Source: an optimization exercise on an open RTL-to-GDS flow (aim: small area and a short achievable clock period). Production flows keep margins and buffers that such runs may drop.
At most, simulation tests tie the RTL to the original design; equivalence was not proved.
Power and IR drop assume default switching activity.

==> inputs of trial 95 <==
## pipelined_regfile_2stage
module pipelined_regfile_2stage(clk, rst, imem_addr, imem_data, dmem_addr, dmem_wdata, dmem_we, dmem_re, dmem_rdata, wb_en, wb_addr, wb_data);
Settings: LEC_CHECK=0, CAP_MARGIN=20, CORE_MARGIN=2, CORE_UTILIZATION=60, CTS_CLUSTER_DIAMETER=60, CTS_CLUSTER_SIZE=20, SETUP_SLACK_MARGIN=3.7, SLEW_MARGIN=20, SYNTH_HIERARCHICAL=1; clock period 7.0 ns.
standard.sh (not shown) runs the stock make flow with config.mk's settings and CLKGATE_MAP_FILE= SYNTH_SCRIPT=/design/flow/synth_recipe.tcl, a recipe that flattens the netlist after the stock synthesis.
==> flow/flow/run.sh <==
#!/bin/bash
# The standard layout (standard.sh, unchanged synthesis and steps), with
# plain buffers instead of delay cells on the ports. make's full output goes
# to standard.log here; each step's own log is under orfs/logs/.
set -euo pipefail
export BUFFER_PORTS_ARGS="-buffer_cell sky130_fd_sc_hd__buf_2"
bash standard.sh > standard.log 2>&1
==> build 65: changes against trial 95 <==
--- a/flow/design.v
+++ b/flow/design.v
@@ -15,36 +15,39 @@
 );
   wire [15:0] sext = {{12{imm[3]}}, imm};
   wire [15:0] addr = a + sext;
   assign zero = (a == b);
   wire        le = (a <= b);
+  wire [15:0] shl = imm[3] ? 16'd0 : a << imm[2:0];
   wire [15:0] shr = imm[3] ? 16'd0 : a >> imm[2:0];
   wire [15:0] ms, mc, m2, m3;
   mul_csa M (.a(a), .b(b), .v0(ms), .v1(mc), .v2(m2), .v3(m3));
   wire sel_a   = (op == 4'b0000) | (op == 4'b0001);
   wire sel_and = (op == 4'b0010);
   wire sel_xor = (op == 4'b0011);
+  wire sel_shl = (op == 4'b0100);
   wire sel_shr = (op == 4'b0101);
   wire sel_com = (op == 4'b0110);
-  wire sel_mul = (op == 4'b0111) | (op == 4'b0100);
+  wire sel_mul = (op == 4'b0111);
   wire sel_lw  = (op == 4'b1000);
   wire sel_sw  = (op == 4'b1001);
   wire sel_adr = sel_lw | sel_sw;
   wire sel_pc  = (op == 4'b1101);
   wire sub     = (op == 4'b0001);
   assign out = ({16{sel_a}}   & a)
              | ({16{sel_and}} & (a & b))
              | ({16{sel_xor}} & (a ^ b))
+             | ({16{sel_shl}} & shl)
              | ({16{sel_shr}} & shr)
              | {15'd0, sel_com & le}
              | ({16{sel_mul}} & ms)
              | ({16{sel_adr}} & addr)
              | ({16{sel_pc}}  & pc);
-  assign aux = sel_mul ? mc : ({16{sel_a | sel_adr}} & (b ^ {16{sub}}));
+  assign aux = sel_mul ? mc : sel_lw ? ~addr : ({16{sel_a | sel_sw}} & (b ^ {16{sub}}));
   assign x2 = {16{sel_mul}} & m2;
   assign x3 = {16{sel_mul}} & m3;
-  assign cin = sub;
+  assign cin = sub | sel_lw;
 endmodule
 module mul_csa (
   input  [15:0] a,
   input  [15:0] b,
   output [15:0] v0,
@@ -354,11 +357,10 @@
   input              clk,
   input              rst,
   input              wen,
   input  [15:0]      rsel1,     
   input  [15:0]      rsel2,
-  input  [15:0]      inj2,      
   input  [3:0]       waddr,
   input  [15:0]      wdata,
   output [15:0]      rdata1,
   output [15:0]      rdata2
 );
@@ -376,11 +378,11 @@
   endgenerate
   reg [15:0] rd1, rd2;
   integer k;
   always @(*) begin
     rd1 = 16'd0;
-    rd2 = inj2;
+    rd2 = 16'd0;
     for (k = 0; k < 16; k = k + 1) begin
       rd1 = rd1 | ({16{rsel1[k]}} & regdata[k]);
       rd2 = rd2 | ({16{rsel2[k]}} & regdata[k]);
     end
   end
@@ -410,17 +412,15 @@
 wire        jr = (op == 4'b1100);
 wire [15:0] rdata1, rdata2;
 wire [15:0] sel_rs = 16'd1 << inst[7:4];
 wire [15:0] sel_rd = 16'd1 << inst[11:8];
 wire [15:0] sel_rt = 16'd1 << inst[3:0];
-wire        shl = (op == 4'b0100);
-wire [15:0] sel2 = regdst ? sel_rd : shl ? 16'd0 : sel_rt;
-wire [15:0] pow2 = (shl & ~inst[3]) ? (16'd1 << inst[2:0]) : 16'd0;
+wire [15:0] sel2 = regdst ? sel_rd : sel_rt;
 reg         wb_wen;
 reg  [3:0]  wb_rd;
 reg  [15:0] wb_val;
-regfile RF0 (.clk(clk), .rst(rst), .wen(wb_wen), .rsel1(sel_rs), .rsel2(sel2), .inj2(pow2),
+regfile RF0 (.clk(clk), .rst(rst), .wen(wb_wen), .rsel1(sel_rs), .rsel2(sel2),
              .waddr(wb_rd), .wdata(wb_val), .rdata1(rdata1), .rdata2(rdata2));
 reg         ex_v;
 reg  [3:0]  ex_op, ex_imm, ex_rd;
 reg  [15:0] ex_a, ex_b, ex_pc;
 always @(posedge clk) begin
@@ -454,21 +454,21 @@
   mem_we  <= ~rst & ex_v & (ex_op == 4'b1001);
   mem_cin <= ex_cin;
   mem_rd  <= ex_rd;
   mem_res <= ex_out;
   mem_aux <= ex_aux;
-  mem_x2  <= ex_x2 & 16'hfffc;    
-  mem_x3  <= ex_x3 & 16'hfff8;
+  mem_x2  <= ex_x2;
+  mem_x3  <= ex_x3;
 end
 assign dmem_addr  = mem_res;
 assign dmem_wdata = mem_aux;
 assign dmem_we    = mem_we;
 assign dmem_re    = mem_re;
 wire [15:0] sum;
 mem_add ADD0 (.v0(mem_res), .v1(mem_aux), .v2(mem_x2), .v3(mem_x3), .cin(mem_cin),
               .sum(sum));
-wire [15:0] mem_val = mem_re ? dmem_rdata : sum;
+wire [15:0] mem_val = sum | ({16{mem_re}} & dmem_rdata);
 always @(posedge clk) begin
   wb_wen <= ~rst & mem_wen;
   wb_rd  <= mem_rd;
   wb_val <= mem_val;
 end
==> flow/run.sh (new file) <==
#!/bin/bash
# synth_recipe.tcl (not shown) runs the flow's synth.tcl, then flattens the netlist and writes it again
# the make line also repeats each setting of config.mk as NAME=value (left out here)
make -C /OpenROAD-flow-scripts/flow DESIGN_CONFIG=/design/flow/config.mk WORK_HOME=/design/flow/orfs CLKGATE_MAP_FILE= SYNTH_SCRIPT=/design/flow/synth_recipe.tcl finish
--- a/flow/config.mk
+++ b/flow/config.mk
@@ -5,11 +5,11 @@
 export SDC_FILE = /design/flow/constraint.sdc
 export NUM_CORES = 4
 export LEC_CHECK = 0
 export CAP_MARGIN = 20
 export CORE_MARGIN = 2
-export CORE_UTILIZATION = 60
+export CORE_UTILIZATION = 40
 export CTS_CLUSTER_DIAMETER = 60
 export CTS_CLUSTER_SIZE = 20
-export SETUP_SLACK_MARGIN = 3.7
+export SETUP_SLACK_MARGIN = 3.9
 export SLEW_MARGIN = 20
 export SYNTH_HIERARCHICAL = 1
removed: flow/flow/run.sh
removed: flow/standard.sh
==> trial 68: changes against trial 95 <==
--- a/flow/design.v
+++ b/flow/design.v
@@ -16,12 +16,10 @@
   wire [15:0] sext = {{12{imm[3]}}, imm};
   wire [15:0] addr = a + sext;
   assign zero = (a == b);
   wire        le = (a <= b);
   wire [15:0] shr = imm[3] ? 16'd0 : a >> imm[2:0];
-  wire [15:0] ms, mc, m2, m3;
-  mul_csa M (.a(a), .b(b), .v0(ms), .v1(mc), .v2(m2), .v3(m3));
   wire sel_a   = (op == 4'b0000) | (op == 4'b0001);
   wire sel_and = (op == 4'b0010);
   wire sel_xor = (op == 4'b0011);
   wire sel_shr = (op == 4'b0101);
   wire sel_com = (op == 4'b0110);
@@ -29,26 +27,28 @@
   wire sel_lw  = (op == 4'b1000);
   wire sel_sw  = (op == 4'b1001);
   wire sel_adr = sel_lw | sel_sw;
   wire sel_pc  = (op == 4'b1101);
   wire sub     = (op == 4'b0001);
-  assign out = ({16{sel_a}}   & a)
-             | ({16{sel_and}} & (a & b))
-             | ({16{sel_xor}} & (a ^ b))
-             | ({16{sel_shr}} & shr)
-             | {15'd0, sel_com & le}
-             | ({16{sel_mul}} & ms)
-             | ({16{sel_adr}} & addr)
-             | ({16{sel_pc}}  & pc);
-  assign aux = sel_mul ? mc : ({16{sel_a | sel_adr}} & (b ^ {16{sub}}));
-  assign x2 = {16{sel_mul}} & m2;
-  assign x3 = {16{sel_mul}} & m3;
+  wire [15:0] o0 = ({16{sel_a}}   & a)
+                 | ({16{sel_and}} & (a & b))
+                 | ({16{sel_xor}} & (a ^ b))
+                 | ({16{sel_shr}} & shr)
+                 | {15'd0, sel_com & le}
+                 | ({16{sel_adr}} & addr)
+                 | ({16{sel_pc}}  & pc);
+  wire [15:0] o1 = {16{sel_a | sel_adr}} & (b ^ {16{sub}});
+  mul_csa M (.a(a), .b(b), .sel(sel_mul), .o0(o0), .o1(o1),
+             .v0(out), .v1(aux), .v2(x2), .v3(x3));
   assign cin = sub;
 endmodule
 module mul_csa (
   input  [15:0] a,
   input  [15:0] b,
+  input         sel,
+  input  [15:0] o0,
+  input  [15:0] o1,
   output [15:0] v0,
   output [15:0] v1,
   output [15:0] v2,
   output [15:0] v3
 );
@@ -222,14 +222,18 @@
   wire c75 = (s49 & s50) | (s49 & s51) | (s50 & s51);
   wire s76 = c49 ^ c50 ^ c51;
   wire c76 = (c49 & c50) | (c49 & c51) | (c50 & c51);
   wire s77 = s52 ^ s53 ^ s54;
   wire c77 = (s52 & s53) | (s52 & s54) | (s53 & s54);
-  assign v0 = {c74, c72, c70, c68, c66, c64, c62, c60, c58, c56, pp5[0], pp2[2], pp0[3], pp0[2], pp0[1], pp0[0]};
-  assign v1 = {c75, c73, c71, c69, c67, c65, c63, c61, c59, c57, c55, pp3[1], pp1[2], pp1[1], pp1[0], 1'b0};
-  assign v2 = {s76, s74, s72, s70, s68, s66, s64, s62, s60, s58, s56, pp4[0], pp2[1], pp2[0], 1'b0, 1'b0};
-  assign v3 = {s77, s75, s73, s71, s69, s67, s65, s63, s61, s59, s57, s55, pp3[0], 1'b0, 1'b0, 1'b0};
+  wire [15:0] t0 = {c74, c72, c70, c68, c66, c64, c62, c60, c58, c56, pp5[0], pp2[2], pp0[3], pp0[2], pp0[1], pp0[0]};
+  wire [15:0] t1 = {c75, c73, c71, c69, c67, c65, c63, c61, c59, c57, c55, pp3[1], pp1[2], pp1[1], pp1[0], 1'b0};
+  wire [15:0] t2 = {s76, s74, s72, s70, s68, s66, s64, s62, s60, s58, s56, pp4[0], pp2[1], pp2[0], 1'b0, 1'b0};
+  wire [15:0] t3 = {s77, s75, s73, s71, s69, s67, s65, s63, s61, s59, s57, s55, pp3[0], 1'b0, 1'b0, 1'b0};
+  assign v0 = sel ? t0 : o0;
+  assign v1 = sel ? t1 : o1;
+  assign v2 = {16{sel}} & t2;
+  assign v3 = {16{sel}} & t3;
 endmodule
 module mem_add (
   input  [15:0] v0,
   input  [15:0] v1,
   input  [15:0] v2,
@@ -404,11 +408,10 @@
 output [15:0] wb_data;
 reg  [15:0] pc;
 wire [15:0] inst = imem_data;
 wire [3:0]  op = inst[15:12];
 wire        regdst = (op == 4'b1001) | (op == 4'b1010);
-wire        jump = (op == 4'b1011) | (op == 4'b1101);
 wire        jr = (op == 4'b1100);
 wire [15:0] rdata1, rdata2;
 wire [15:0] sel_rs = 16'd1 << inst[7:4];
 wire [15:0] sel_rd = 16'd1 << inst[11:8];
 wire [15:0] sel_rt = 16'd1 << inst[3:0];
@@ -434,15 +437,14 @@
 end
 wire [15:0] ex_out, ex_aux, ex_x2, ex_x3;
 wire        ex_cin, zero;
 alu ALU0 (.a(ex_a), .b(ex_b), .pc(ex_pc), .op(ex_op), .imm(ex_imm),
           .out(ex_out), .aux(ex_aux), .x2(ex_x2), .x3(ex_x3), .cin(ex_cin), .zero(zero));
-wire taken = ex_v & (ex_op == 4'b1010) & zero;
-wire [15:0] btarget = ex_pc + {{12{ex_imm[3]}}, ex_imm};
-wire [15:0] pc_next = jr ? rdata1 :
-                      jump ? {pc[15:12], inst[11:0]} :
-                      taken ? btarget : pc + 16'd1;
+wire [15:0] pc_other;
+pc_other PO (.pc(pc), .inst(inst), .ex_v(ex_v), .ex_op(ex_op), .ex_imm(ex_imm),
+             .ex_pc(ex_pc), .zero(zero), .next(pc_other));
+wire [15:0] pc_next = jr ? rdata1 : pc_other;
 always @(posedge clk)
   pc <= rst ? 16'd0 : pc_next;
 assign imem_addr = pc;
 reg         mem_wen, mem_re, mem_we;
 reg         mem_cin;
@@ -474,5 +476,22 @@
 end
 assign wb_en   = wb_wen;
 assign wb_addr = wb_rd;
 assign wb_data = wb_val;
 endmodule
+module pc_other (
+  input  [15:0] pc,
+  input  [15:0] inst,
+  input         ex_v,
+  input  [3:0]  ex_op,
+  input  [3:0]  ex_imm,
+  input  [15:0] ex_pc,
+  input         zero,
+  output [15:0] next
+);
+  wire [3:0]  op = inst[15:12];
+  wire        jump = (op == 4'b1011) | (op == 4'b1101);
+  wire        taken = ex_v & (ex_op == 4'b1010) & zero;
+  wire [15:0] btarget = ex_pc + {{12{ex_imm[3]}}, ex_imm};
+  assign next = jump ? {pc[15:12], inst[11:0]} :
+                taken ? btarget : pc + 16'd1;
+endmodule
--- a/flow/config.mk
+++ b/flow/config.mk
@@ -8,8 +8,8 @@
 export CAP_MARGIN = 20
 export CORE_MARGIN = 2
 export CORE_UTILIZATION = 60
 export CTS_CLUSTER_DIAMETER = 60
 export CTS_CLUSTER_SIZE = 20
-export SETUP_SLACK_MARGIN = 3.7
+export SETUP_SLACK_MARGIN = 3.9
 export SLEW_MARGIN = 20
 export SYNTH_HIERARCHICAL = 1
==> notes.md <==
Global routing met2 resource utilization: trial 95 59.3%; build 65 45.3%; trial 68 62.5%
Total number of multi-input combinational cells: trial 95 1441; build 65 1507; trial 68 1506
Status: trial 95 finished clean; build 65 finished clean; trial 68 finished clean
Met2 wire length: trial 95 35.4 mm; build 65 41.7 mm; trial 68 37.5 mm
Total via count in the routed design: trial 95 18460; build 65 19628; trial 68 19413
Signal inverters: trial 95 87; build 65 95; trial 68 93
Endpoint with the worst hold slack: trial 95 wb_rd[1]; build 65 wb_rd[0]; trial 68 wb_rd[2]
Reg-to-reg critical path startpoint: trial 95 mem_res[4]; build 65 ex_b[0]; trial 68 ex_b[8]
Vias in the first global route: trial 95 17872; build 65 19307; trial 68 18640
Core outline area: trial 95 38900 sq um; build 65 60500 sq um; trial 68 39500 sq um
Number of buffer and inverter instances along the worst setup path: trial 95 0; build 65 1; trial 68 2
Hold Crit Start: trial 95 mem_rd[1]; build 65 mem_rd[0]; trial 68 mem_rd[2]
Proportion of total power due to net switching: trial 95 35.4%; build 65 36.4%; trial 68 36.1%
Only the layout flow was run in build 65 and trial 68; the RTL was not checked for function there.

## re-timing with driven ports
In the flow no input, the clock included, has a driving cell. The finished layouts below were timed again as built, in two steps.
Step 1 (the two cells are an assumption about what drives the block):
set clk [get_ports {clk}]
set_driving_cell -lib_cell sky130_fd_sc_hd__clkbuf_16 $clk
set_driving_cell -lib_cell sky130_fd_sc_hd__buf_2 [delete_from_list [all_inputs] $clk]
Step 2 also shifts input and output timing later by t, the mid clock arrival at the registers, as if the neighbouring blocks saw the same clock.
a / b / c = no drivers / after step 1 / after step 2; a / b = the first two.
run | t, ns | setup slack, ns | hold WS [ns] | worst setup path at the end
trial 95 | 0.679 | 3.767 / 3.742 / 3.154 | 0.331 / 0.331 / 0.331 | input to register
build 65 | 0.650 | 3.667 / 3.667 / 3.279 | 0.311 / 0.311 / 0.311 | input to register
trial 68 | 0.629 | 3.893 / 3.893 / 3.465 | 0.329 / 0.329 / 0.329 | input to register
After both steps every run listed still meets setup and hold. For trial 95, which loses most, drivers alone change the setup slack by -0.025 ns; drivers and shift together by -0.613 ns.
